Background: an optimization exercise with open tools, aiming at small area, a short achievable clock period and few clock cycles. Do not read the settings as production practice.
Power and IR drop assume default switching activity.

== v6 ==
==> module top_module, before the edit <==
module top_module(ans,sign,overflow,car,done,a,b,con,start,clk,rst);
    input [7:0] a;
    input [7:0] b;
    input [2:0] con;
    input start;
    input clk;
    input rst;
    output sign;
    output reg car,overflow,done;
    output [15:0] ans;
    function [10:0] add10;
        input [9:0] x;
        input [9:0] y;
        input       ci;
        reg   [9:0] g, p, gg, pp, gn, pn;
        integer k, l;
        begin
            g = x & y;
            p = x ^ y;
            g[0] = g[0] | (p[0] & ci);
            gg = g;
            pp = p;
            for (l = 1; l < 16; l = l * 2) begin
                gn = gg;
                pn = pp;
                for (k = 0; k < 10; k = k + 1)
                    if ((k / l) % 2 == 1) begin
                        gn[k] = gg[k] | (pp[k] & gg[(k / l) * l - 1]);
                        pn[k] = pp[k] & pp[(k / l) * l - 1];
                    end
                gg = gn;
                pp = pn;
            end
            add10 = {gg[9], p ^ {gg[8:0], ci}};
        end
    endfunction
    reg [15:0] R;       
    reg [7:0]  X;       
    reg [9:0]  Z;       
    reg [2:0]  cnt;     
    reg        c_neg;   
    reg        sa;      
    reg        mbusy, dbusy;
    reg        mflag;   
    reg        qneg;    
    wire [7:0] qout = (R[7:0] ^ {8{qneg}}) + {7'd0, qneg};
    assign ans = {R[15:8], qout};
    assign sign = mflag ? R[15] : qout[7];
    wire idle = ~mbusy & ~dbusy;
    wire is_add = (con == 3'b000);
    wire is_sub = (con == 3'b001);
    wire is_mul = (con == 3'b010);
    wire is_div = (con == 3'b011);
    wire is_and = (con == 3'b100);
    wire is_or  = (con == 3'b101);
    wire is_not = (con == 3'b110);
    wire is_xor = (con == 3'b111);
    wire arith  = is_add | is_sub;
    wire [7:0]  bx  = b ^ {8{is_sub}};
    wire [9:0]  ain = is_mul ? {{2{a[7]}}, a} : {2'b00, a};
    wire [9:0]  bin = is_mul ? {a[7], a, 1'b0} : {2'b00, bx};
    wire [10:0] sumc = add10(ain, bin, is_sub);
    wire [9:0]  sum = sumc[9:0];
    wire        ov  = (a[7] == bx[7]) && (sum[7] != a[7]);
    function [7:0] mthermo;
        input [7:0] x;
        integer k;
        begin
            for (k = 0; k < 8; k = k + 1)
                mthermo[k] = x[7] ? ~((&((x >> k) | (8'hff << (8 - k)))) & (|(x << (8 - k))))
                                  : |(x >> k);
        end
    endfunction
    wire [7:0] ta = mthermo(a);
    wire [7:0] tb = mthermo(b);
    wire       qzero = |(tb & ~ta);
    wire       bzero = (b == 8'd0);
    function [2:0] t2b;
        input [7:0] t;
        begin
            t2b[0] = (t[0] & ~t[1]) | (t[2] & ~t[3]) | (t[4] & ~t[5]) | (t[6] & ~t[7]);
            t2b[1] = (t[1] & ~t[3]) | (t[5] & ~t[7]);
            t2b[2] = t[3] & ~t[7];
        end
    endfunction
    wire [2:0] la = t2b(ta);
    wire [2:0] lb = t2b(tb);
    wire [2:0] sh = la - lb;
    wire       dsign = a[7] ^ b[7];    
    wire       dfill = ~dsign;
    wire [7:0] bq  = b ^ {8{dfill}};
    wire [8:0] d1  = sh[0] ? {bq, dfill} : {bq[7], bq};
    wire [8:0] d2  = sh[1] ? {d1[6:0], {2{dfill}}} : d1;
    wire [8:0] dal = sh[2] ? {d2[4:0], {4{dfill}}} : d2;
    wire [7:0] dz_lo = a[7] ? ((a == 8'h80) ? 8'h02 : 8'h01) : 8'hff;
    wire [9:0] a1  = {{2{a[7]}}, a};
    wire [9:0] a2  = {a[7], a, 1'b0};
    wire [9:0] m0  = b[1] ? (b[0] ? sum : a2) : (b[0] ? a1 : 10'd0);
    wire [7:0] cap_lo = ({8{arith}}  & sum[7:0])
                      | ({8{is_and}} & (a & b))
                      | ({8{is_or}}  & (a | b))
                      | ({8{is_not}} & ~b)
                      | ({8{is_xor}} & (a ^ b))
                      | ({8{is_mul}} & {m0[1:0], b[7:2]})
                      | ({8{is_div & bzero}} & dz_lo);
    wire [7:0] cap_hi = ({8{is_div}} & a) | ({8{is_mul}} & m0[9:2]);
    function [9:0] booth;
        input [7:0] m;
        input [2:0] d;
        reg one, two;
        begin
            one = d[1] ^ d[0];
            two = (d[2] & ~d[1] & ~d[0]) | (~d[2] & d[1] & d[0]);
            booth = (({10{one}} & {{2{m[7]}}, m}) | ({10{two}} & {m[7], m, 1'b0}))
                  ^ {10{d[2]}};
        end
    endfunction
    wire [9:0] p    = {{2{R[15]}}, R[15:8]};
    wire [10:0] yc  = add10(p, Z, c_neg);
    wire [9:0] y    = yc[9:0];
    wire       yz   = c_neg ? (&(p ^ Z)) : ((p ^ Z) == {p[8:0] | Z[8:0], 1'b0});
    wire       qb   = sa ? (y[9] | yz) : ~y[9];
    wire [7:0] qn   = {R[6:0], qb};
    wire [7:0] rn   = qb ? y[7:0] : R[15:8];
    wire [7:0] xn   = idle ? a : X;
    wire [2:0] dn   = idle ? {b[3:2], 1'b0} : R[3:1];
    wire [9:0] zmul = booth(xn, dn);
    wire [15:0] mulv = {y, R[7:2]};
    wire [15:0] divv = {rn, qn};
    wire        last = (cnt == 3'd0);
    always @(posedge clk) begin
        R <= ({16{mbusy}} & mulv) | ({16{dbusy}} & divv) | ({16{idle}} & {cap_hi, cap_lo});
        if (idle) begin
            mflag <= is_mul;
            qneg <= is_div & dsign & ~bzero;
        end
        car <= idle & arith & sum[8];
        overflow <= idle & arith & ov;
        cnt <= idle ? (is_mul ? 3'd2 : sh[2:0]) : cnt - 3'd1;
        X <= xn;
        if (dbusy) begin
            Z <= {Z[9], Z[9:1]};
        end else if (mbusy | is_mul) begin
            Z <= zmul;
            c_neg <= dn[2];
        end else begin
            Z <= {dal[8], dal};
            c_neg <= ~dsign;
        end
        if (idle)
            sa <= a[7];
        done <= ~rst & ((idle & start & ~is_mul & ~(is_div & ~bzero & ~qzero))
                        | (~idle & last));
        if (rst) begin
            mbusy <= 1'b0;
            dbusy <= 1'b0;
        end else if (idle) begin
            mbusy <= start & is_mul;
            dbusy <= start & is_div & ~bzero & ~qzero;
        end else if (last) begin
            mbusy <= 1'b0;
            dbusy <= 1'b0;
        end
    end
endmodule
==> flow/config.mk <==
export PLATFORM = sky130hd
export DESIGN_NAME = top_module
export DESIGN_NICKNAME = top_module
export VERILOG_FILES = /design/flow/design.v
export SDC_FILE = /design/flow/constraint.sdc
export NUM_CORES = 4
export LEC_CHECK = 0
export ABC_AREA = 1
export CAP_MARGIN = 20
export CORE_MARGIN = 2
export CORE_UTILIZATION = 50
export PLACE_DENSITY = 0.65
export SETUP_SLACK_MARGIN = 2.0
export SLEW_MARGIN = 20
==> flow/constraint.sdc <==
create_clock -name core_clock -period 5.0 [get_ports {clk}]
set_input_delay 1.0000 -clock core_clock [delete_from_list [all_inputs] [get_ports {clk}]]
set_output_delay 1.0000 -clock core_clock [all_outputs]
set_load 0.01 [all_outputs]
standard.sh (not shown) runs the stock make flow with config.mk's settings and CLKGATE_MAP_FILE= SYNTH_SCRIPT=/design/flow/synth_recipe.tcl, a recipe that flattens the netlist after the stock synthesis.
==> flow/flow/run.sh <==
#!/bin/bash
# Standard layout, with fast input/output buffers, sizing not tied to the cell
# footprint, and adders left to ABC (no full/half-adder cell extraction).
set -euo pipefail
bash standard.sh MATCH_CELL_FOOTPRINT=0 "BUFFER_PORTS_ARGS=-buffer_cell sky130_fd_sc_hd__buf_2" ADDER_MAP_FILE= finish > standard_flow.log 2>&1
Inputs modified between v6 and v7:
--- a/flow/design.v
+++ b/flow/design.v
@@ -116,13 +116,13 @@
                   ^ {10{d[2]}};
         end
     endfunction
     wire [9:0] p    = {{2{R[15]}}, R[15:8]};
     wire [10:0] yc  = add10(p, Z, c_neg);
     wire [9:0] y    = yc[9:0];
-    wire       yz   = c_neg ? (&(p ^ Z)) : ((p ^ Z) == {p[8:0] | Z[8:0], 1'b0});
+    wire       yz   = (y == 10'd0);
     wire       qb   = sa ? (y[9] | yz) : ~y[9];
     wire [7:0] qn   = {R[6:0], qb};
     wire [7:0] rn   = qb ? y[7:0] : R[15:8];
     wire [7:0] xn   = idle ? a : X;
     wire [2:0] dn   = idle ? {b[3:2], 1'b0} : R[3:1];
     wire [9:0] zmul = booth(xn, dn);
## What came out
- v7 reached the final stage; the timing, DRC and antenna checks on its layout passed.
- The run showing the smaller total power is v6.
- v7 vs v6, initial core utilization went up by 0.42 points.
- v6 has a higher post-synth net total than v7.
- Wire length of the first global-routing pass: v7 < v6
- In the metrics for v7 and v6, the one carrying the higher switching power total is v6.
- Compared v7 vs v6, and static power due to leakage is up in v7.
No run of this note included a check of the RTL's function; only the layout flow was run.

========
the previous run:
Another version of the RTL of top_module (not shown whole).
For scale: roughly 42 I/O pins, ~5500 sq um of cells after synthesis.
==> module top_module, before the edit <==
module top_module(ans,sign,overflow,car,done,a,b,con,start,clk,rst);
    input [7:0] a;
    input [7:0] b;
    input [2:0] con;
    input start;
    input clk;
    input rst;
    output sign;
    output reg car,overflow,done;
    output [15:0] ans;
    function [10:0] add10;
        input [9:0] x;
        input [9:0] y;
        input       ci;
        reg   [9:0] g, p, gg, pp, gn, pn;
        integer k, l;
        begin
            g = x & y;
            p = x ^ y;
            g[0] = g[0] | (p[0] & ci);
            gg = g;
            pp = p;
            for (l = 1; l < 16; l = l * 2) begin
                gn = gg;
                pn = pp;
                for (k = 0; k < 10; k = k + 1)
                    if ((k / l) % 2 == 1) begin
                        gn[k] = gg[k] | (pp[k] & gg[(k / l) * l - 1]);
                        pn[k] = pp[k] & pp[(k / l) * l - 1];
                    end
                gg = gn;
                pp = pn;
            end
            add10 = {gg[9], p ^ {gg[8:0], ci}};
        end
    endfunction
    reg [15:0] R;       
    reg [7:0]  X;       
    reg [9:0]  Z;       
    reg [2:0]  cnt;     
    reg        c_neg;   
    reg        sa;      
    reg        Rx;      
    reg        mbusy, dbusy;
    reg        mflag;   
    assign ans = {R[15:8] + {7'd0, sa}, R[7:0]};
    assign sign = mflag ? R[15] : R[7];
    wire idle = ~mbusy & ~dbusy;
    wire is_add = (con == 3'b000);
    wire is_sub = (con == 3'b001);
    wire is_mul = (con == 3'b010);
    wire is_div = (con == 3'b011);
    wire is_and = (con == 3'b100);
    wire is_or  = (con == 3'b101);
    wire is_not = (con == 3'b110);
    wire is_xor = (con == 3'b111);
    wire arith  = is_add | is_sub;
    wire [7:0]  bx  = b ^ {8{is_sub}};
    wire [9:0]  ain = is_mul ? {{2{a[7]}}, a} : {2'b00, a};
    wire [9:0]  bin = is_mul ? {a[7], a, 1'b0} : {2'b00, bx};
    wire [10:0] sumc = add10(ain, bin, is_sub);
    wire [9:0]  sum = sumc[9:0];
    wire        ov  = (a[7] == bx[7]) && (sum[7] != a[7]);
    function [7:0] mthermo;
        input [7:0] x;
        integer k;
        begin
            for (k = 0; k < 8; k = k + 1)
                mthermo[k] = x[7] ? ~((&((x >> k) | (8'hff << (8 - k)))) & (|(x << (8 - k))))
                                  : |(x >> k);
        end
    endfunction
    wire [7:0] ta = mthermo(a);
    wire [7:0] tb = mthermo(b);
    wire [7:0] u  = ta & ~tb;
    wire       qzero = |(tb & ~ta);
    wire       bzero = (b == 8'd0);
    wire [7:1] ge;
    genvar g;
    generate
        for (g = 1; g < 8; g = g + 1) begin : run
            assign ge[g] = |(u & (u >> (g - 1)));
        end
    endgenerate
    wire [2:0] sh;
    assign sh[2] = ge[4];
    assign sh[1] = (ge[2] & ~ge[4]) | ge[6];
    assign sh[0] = (ge[1] & ~ge[2]) | (ge[3] & ~ge[4]) | (ge[5] & ~ge[6]) | ge[7];
    wire       dsign = a[7] ^ b[7];    
    wire       dfill = ~dsign;
    wire [7:0] bq  = b ^ {8{dfill}};
    wire [8:0] d1  = sh[2] ? {bq[4:0], {4{dfill}}} : {bq[7], bq};
    wire [8:0] d2  = sh[1] ? {d1[6:0], {2{dfill}}} : d1;
    wire [8:0] dal = sh[0] ? {d2[7:0], dfill} : d2;
    wire [7:0] dz_lo = a[7] ? ((a == 8'h80) ? 8'h02 : 8'h01) : 8'hff;
    wire [9:0] a1  = {{2{a[7]}}, a};
    wire [9:0] a2  = {a[7], a, 1'b0};
    wire [9:0] m0  = b[1] ? (b[0] ? sum : a2) : (b[0] ? a1 : 10'd0);
    wire [7:0] cap_lo = ({8{arith}}  & sum[7:0])
                      | ({8{is_and}} & (a & b))
                      | ({8{is_or}}  & (a | b))
                      | ({8{is_not}} & ~b)
                      | ({8{is_xor}} & (a ^ b))
                      | ({8{is_mul}} & {m0[1:0], b[7:2]})
                      | ({8{is_div & bzero}} & dz_lo);
    reg  [8:0] am1;
    reg        az;
    integer    t;
    always @* begin
        az = 1'b1;
        for (t = 0; t < 8; t = t + 1) begin
            am1[t] = a[t] ^ az;
            az = az & ~a[t];
        end
        am1[8] = a[7] & ~az;
    end
    wire [8:0] ad = a[7] ? am1 : {1'b0, a};
    wire [7:0] cap_hi = ({8{is_div}} & ad[7:0]) | ({8{is_mul}} & m0[9:2]);
    wire       cap_x  = (is_div & ad[8]) | (is_mul & m0[9]);
    function [9:0] booth;
        input [7:0] m;
        input [2:0] d;
        reg one, two;
        begin
            one = d[1] ^ d[0];
            two = (d[2] & ~d[1] & ~d[0]) | (~d[2] & d[1] & d[0]);
            booth = (({10{one}} & {{2{m[7]}}, m}) | ({10{two}} & {m[7], m, 1'b0}))
                  ^ {10{d[2]}};
        end
    endfunction
    wire [9:0] p    = {Rx, Rx, R[15:8]};
    wire [10:0] yc  = add10(p, Z, c_neg);
    wire [9:0] y    = yc[9:0];
    wire       qb   = ~(y[9] ^ sa);
    reg  [7:0] qm1;
    reg        nz;
    integer    i;
    always @* begin
        nz = 1'b0;
        for (i = 0; i < 8; i = i + 1) begin
            qm1[i] = R[i] ^ ~nz;
            nz = nz | R[i];
        end
    end
    wire [7:0] qn   = qb ? {(c_neg ? R[6:0] : qm1[6:0]), 1'b1} : {R[6:0], 1'b0};
    wire [8:0] rn   = qb ? y[8:0] : {Rx, R[15:8]};
    wire [7:0] xn   = idle ? a : X;
    wire [2:0] dn   = idle ? {b[3:2], 1'b0} : R[3:1];
    wire [9:0] zmul = booth(xn, dn);
    wire [15:0] mulv = {y, R[7:2]};
    wire [15:0] divv = {rn[7:0], qn};
    wire        last = (cnt == 3'd0);
    always @(posedge clk) begin
        R <= ({16{mbusy}} & mulv) | ({16{dbusy}} & divv) | ({16{idle}} & {cap_hi, cap_lo});
        Rx <= (mbusy & y[9]) | (dbusy & rn[8]) | (idle & cap_x);
        if (idle)
            mflag <= is_mul;
        car <= idle & arith & sum[8];
        overflow <= idle & arith & ov;
        cnt <= idle ? (is_mul ? 3'd2 : sh[2:0]) : cnt - 3'd1;
        X <= xn;
        if (dbusy) begin
            Z <= {Z[9], Z[9:1]};
        end else if (mbusy | is_mul) begin
            Z <= zmul;
            c_neg <= dn[2];
        end else begin
            Z <= {dal[8], dal};
            c_neg <= ~dsign;
        end
        if (idle)
            sa <= is_div & a[7];
        done <= ~rst & ((idle & start & ~is_mul & ~(is_div & ~bzero & ~qzero))
                        | (~idle & last));
        if (rst) begin
            mbusy <= 1'b0;
            dbusy <= 1'b0;
        end else if (idle) begin
            mbusy <= start & is_mul;
            dbusy <= start & is_div & ~bzero & ~qzero;
        end else if (last) begin
            mbusy <= 1'b0;
            dbusy <= 1'b0;
        end
    end
endmodule
export LEC_CHECK = 0
export ABC_CLOCK_PERIOD_IN_PS = 2500
export CAP_MARGIN = 20
export CORE_MARGIN = 2
export CORE_UTILIZATION = 50
export PLACE_DENSITY = 0.65
export SETUP_SLACK_MARGIN = 1.1
export SLEW_MARGIN = 20
create_clock -name core_clock -period 5.0 [get_ports {clk}]
Scripts as last shown in full above: flow/flow/run.sh
For the current run, these inputs were changed with respect to the previous run:
--- a/flow/design.v
+++ b/flow/design.v
@@ -42,8 +42,7 @@
     reg        c_neg;   
     reg        sa;      
-    reg        Rx;      
     reg        mbusy, dbusy;
     reg        mflag;   
-    assign ans = {R[15:8] + {7'd0, sa}, R[7:0]};
+    assign ans = R;
     assign sign = mflag ? R[15] : R[7];
     wire idle = ~mbusy & ~dbusy;
@@ -74,24 +73,30 @@
     wire [7:0] ta = mthermo(a);
     wire [7:0] tb = mthermo(b);
-    wire [7:0] u  = ta & ~tb;
     wire       qzero = |(tb & ~ta);
     wire       bzero = (b == 8'd0);
-    wire [7:1] ge;
+    wire [8:0] oa = {ta, 1'b1} & ~{1'b0, ta};
+    wire [8:0] ob = {tb, 1'b1} & ~{1'b0, tb};
+    wire [7:0] ssel;
     genvar g;
     generate
-        for (g = 1; g < 8; g = g + 1) begin : run
-            assign ge[g] = |(u & (u >> (g - 1)));
+        for (g = 0; g < 8; g = g + 1) begin : shs
+            assign ssel[g] = |(ob[8:1] & (oa[8:1] >> g));
         end
     endgenerate
     wire [2:0] sh;
-    assign sh[2] = ge[4];
-    assign sh[1] = (ge[2] & ~ge[4]) | ge[6];
-    assign sh[0] = (ge[1] & ~ge[2]) | (ge[3] & ~ge[4]) | (ge[5] & ~ge[6]) | ge[7];
+    assign sh[2] = |ssel[7:4];
+    assign sh[1] = |{ssel[7:6], ssel[3:2]};
+    assign sh[0] = |{ssel[7], ssel[5], ssel[3], ssel[1]};
     wire       dsign = a[7] ^ b[7];    
     wire       dfill = ~dsign;
     wire [7:0] bq  = b ^ {8{dfill}};
-    wire [8:0] d1  = sh[2] ? {bq[4:0], {4{dfill}}} : {bq[7], bq};
-    wire [8:0] d2  = sh[1] ? {d1[6:0], {2{dfill}}} : d1;
-    wire [8:0] dal = sh[0] ? {d2[7:0], dfill} : d2;
+    wire [16:0] bqx = {bq[7], bq, {8{dfill}}};
+    reg  [8:0]  dal;
+    integer     j;
+    always @* begin
+        dal = 9'd0;
+        for (j = 0; j < 8; j = j + 1)
+            dal = dal | ({9{ssel[j]}} & bqx[16 - j -: 9]);
+    end
     wire [7:0] dz_lo = a[7] ? ((a == 8'h80) ? 8'h02 : 8'h01) : 8'hff;
     wire [9:0] a1  = {{2{a[7]}}, a};
@@ -105,18 +110,5 @@
                       | ({8{is_mul}} & {m0[1:0], b[7:2]})
                       | ({8{is_div & bzero}} & dz_lo);
-    reg  [8:0] am1;
-    reg        az;
-    integer    t;
-    always @* begin
-        az = 1'b1;
-        for (t = 0; t < 8; t = t + 1) begin
-            am1[t] = a[t] ^ az;
-            az = az & ~a[t];
-        end
-        am1[8] = a[7] & ~az;
-    end
-    wire [8:0] ad = a[7] ? am1 : {1'b0, a};
-    wire [7:0] cap_hi = ({8{is_div}} & ad[7:0]) | ({8{is_mul}} & m0[9:2]);
-    wire       cap_x  = (is_div & ad[8]) | (is_mul & m0[9]);
+    wire [7:0] cap_hi = ({8{is_div}} & a) | ({8{is_mul}} & m0[9:2]);
     function [9:0] booth;
         input [7:0] m;
@@ -130,8 +122,9 @@
         end
     endfunction
-    wire [9:0] p    = {Rx, Rx, R[15:8]};
+    wire [9:0] p    = {{2{R[15]}}, R[15:8]};
     wire [10:0] yc  = add10(p, Z, c_neg);
     wire [9:0] y    = yc[9:0];
-    wire       qb   = ~(y[9] ^ sa);
+    wire       yz   = c_neg ? (&(p ^ Z)) : ((p ^ Z) == {p[8:0] | Z[8:0], 1'b0});
+    wire       qb   = sa ? (y[9] | yz) : ~y[9];
     reg  [7:0] qm1;
     reg        nz;
@@ -145,14 +138,13 @@
     end
     wire [7:0] qn   = qb ? {(c_neg ? R[6:0] : qm1[6:0]), 1'b1} : {R[6:0], 1'b0};
-    wire [8:0] rn   = qb ? y[8:0] : {Rx, R[15:8]};
+    wire [7:0] rn   = qb ? y[7:0] : R[15:8];
     wire [7:0] xn   = idle ? a : X;
     wire [2:0] dn   = idle ? {b[3:2], 1'b0} : R[3:1];
     wire [9:0] zmul = booth(xn, dn);
     wire [15:0] mulv = {y, R[7:2]};
-    wire [15:0] divv = {rn[7:0], qn};
+    wire [15:0] divv = {rn, qn};
     wire        last = (cnt == 3'd0);
     always @(posedge clk) begin
         R <= ({16{mbusy}} & mulv) | ({16{dbusy}} & divv) | ({16{idle}} & {cap_hi, cap_lo});
-        Rx <= (mbusy & y[9]) | (dbusy & rn[8]) | (idle & cap_x);
         if (idle)
             mflag <= is_mul;
@@ -171,5 +163,5 @@
         end
         if (idle)
-            sa <= is_div & a[7];
+            sa <= a[7];
         done <= ~rst & ((idle & start & ~is_mul & ~(is_div & ~bzero & ~qzero))
                         | (~idle & last));
==> comparison <==
- In the flow results for the previous run and the current run, the fraction of area in registers is larger on the previous run.
- Going from the previous run to the current run, final area grew by a few percent.
- Compared the current run vs the previous run, and critical path depth is down in the current run.
- Diff the previous run -> the current run: wire length went up about 16%; adder and majority cell fraction of the synthesized area level; total power per unit cell area went up; relative area change from synthesis to final layout now larger; count of inserted tapcells increased by 3 relative to the old numbers.
- The current run ended up with a[0] as its critical path launch point; the previous run ended up with b[5].
- Setup slack in the current run is smaller than in the previous run.
- Detailed route, the current run vs the previous run: via total higher for the current run
- No run among the previous run and the current run stopped early or left any final violation; all are clean.
Function was not checked in any run of this note: the RTL went through the layout flow alone.

static timing again, ports no longer ideal:
In the flow no input, the clock included, has a driving cell. The finished layouts below were timed again as built, in two steps.
Step 1, drivers: a clkbuf_16 drives clk and a buf_2 each remaining input, both assumed.
Step 2 also shifts input and output timing later by t, the mid clock arrival at the registers, as if the neighbouring blocks saw the same clock.
Three values: ideal ports, drivers, drivers and shift; two values: the first two.
| run | t, ns | setup slack, ns | worst setup path at the end | slew at the worst register clock pin (ns) |
|---|---|---|---|---|
| v6 | 0.335 | 1.979 / 1.944 / 1.835 | input to register | 0.10 / 0.10 |
| v7 | 0.337 | 1.794 / 1.762 / 1.729 | input to register | 0.09 / 0.09 |
| the previous run | 0.339 | 1.221 / 1.234 / 0.895 | input to register | 0.10 / 0.10 |
| the current run | 0.324 | 1.156 / 1.170 / 0.847 | input to register | 0.06 / 0.06 |
After both steps every run listed still meets setup and hold. The setup slack of the previous run, which loses most, moves by +0.013 ns with the drivers and by -0.326 ns with both steps.
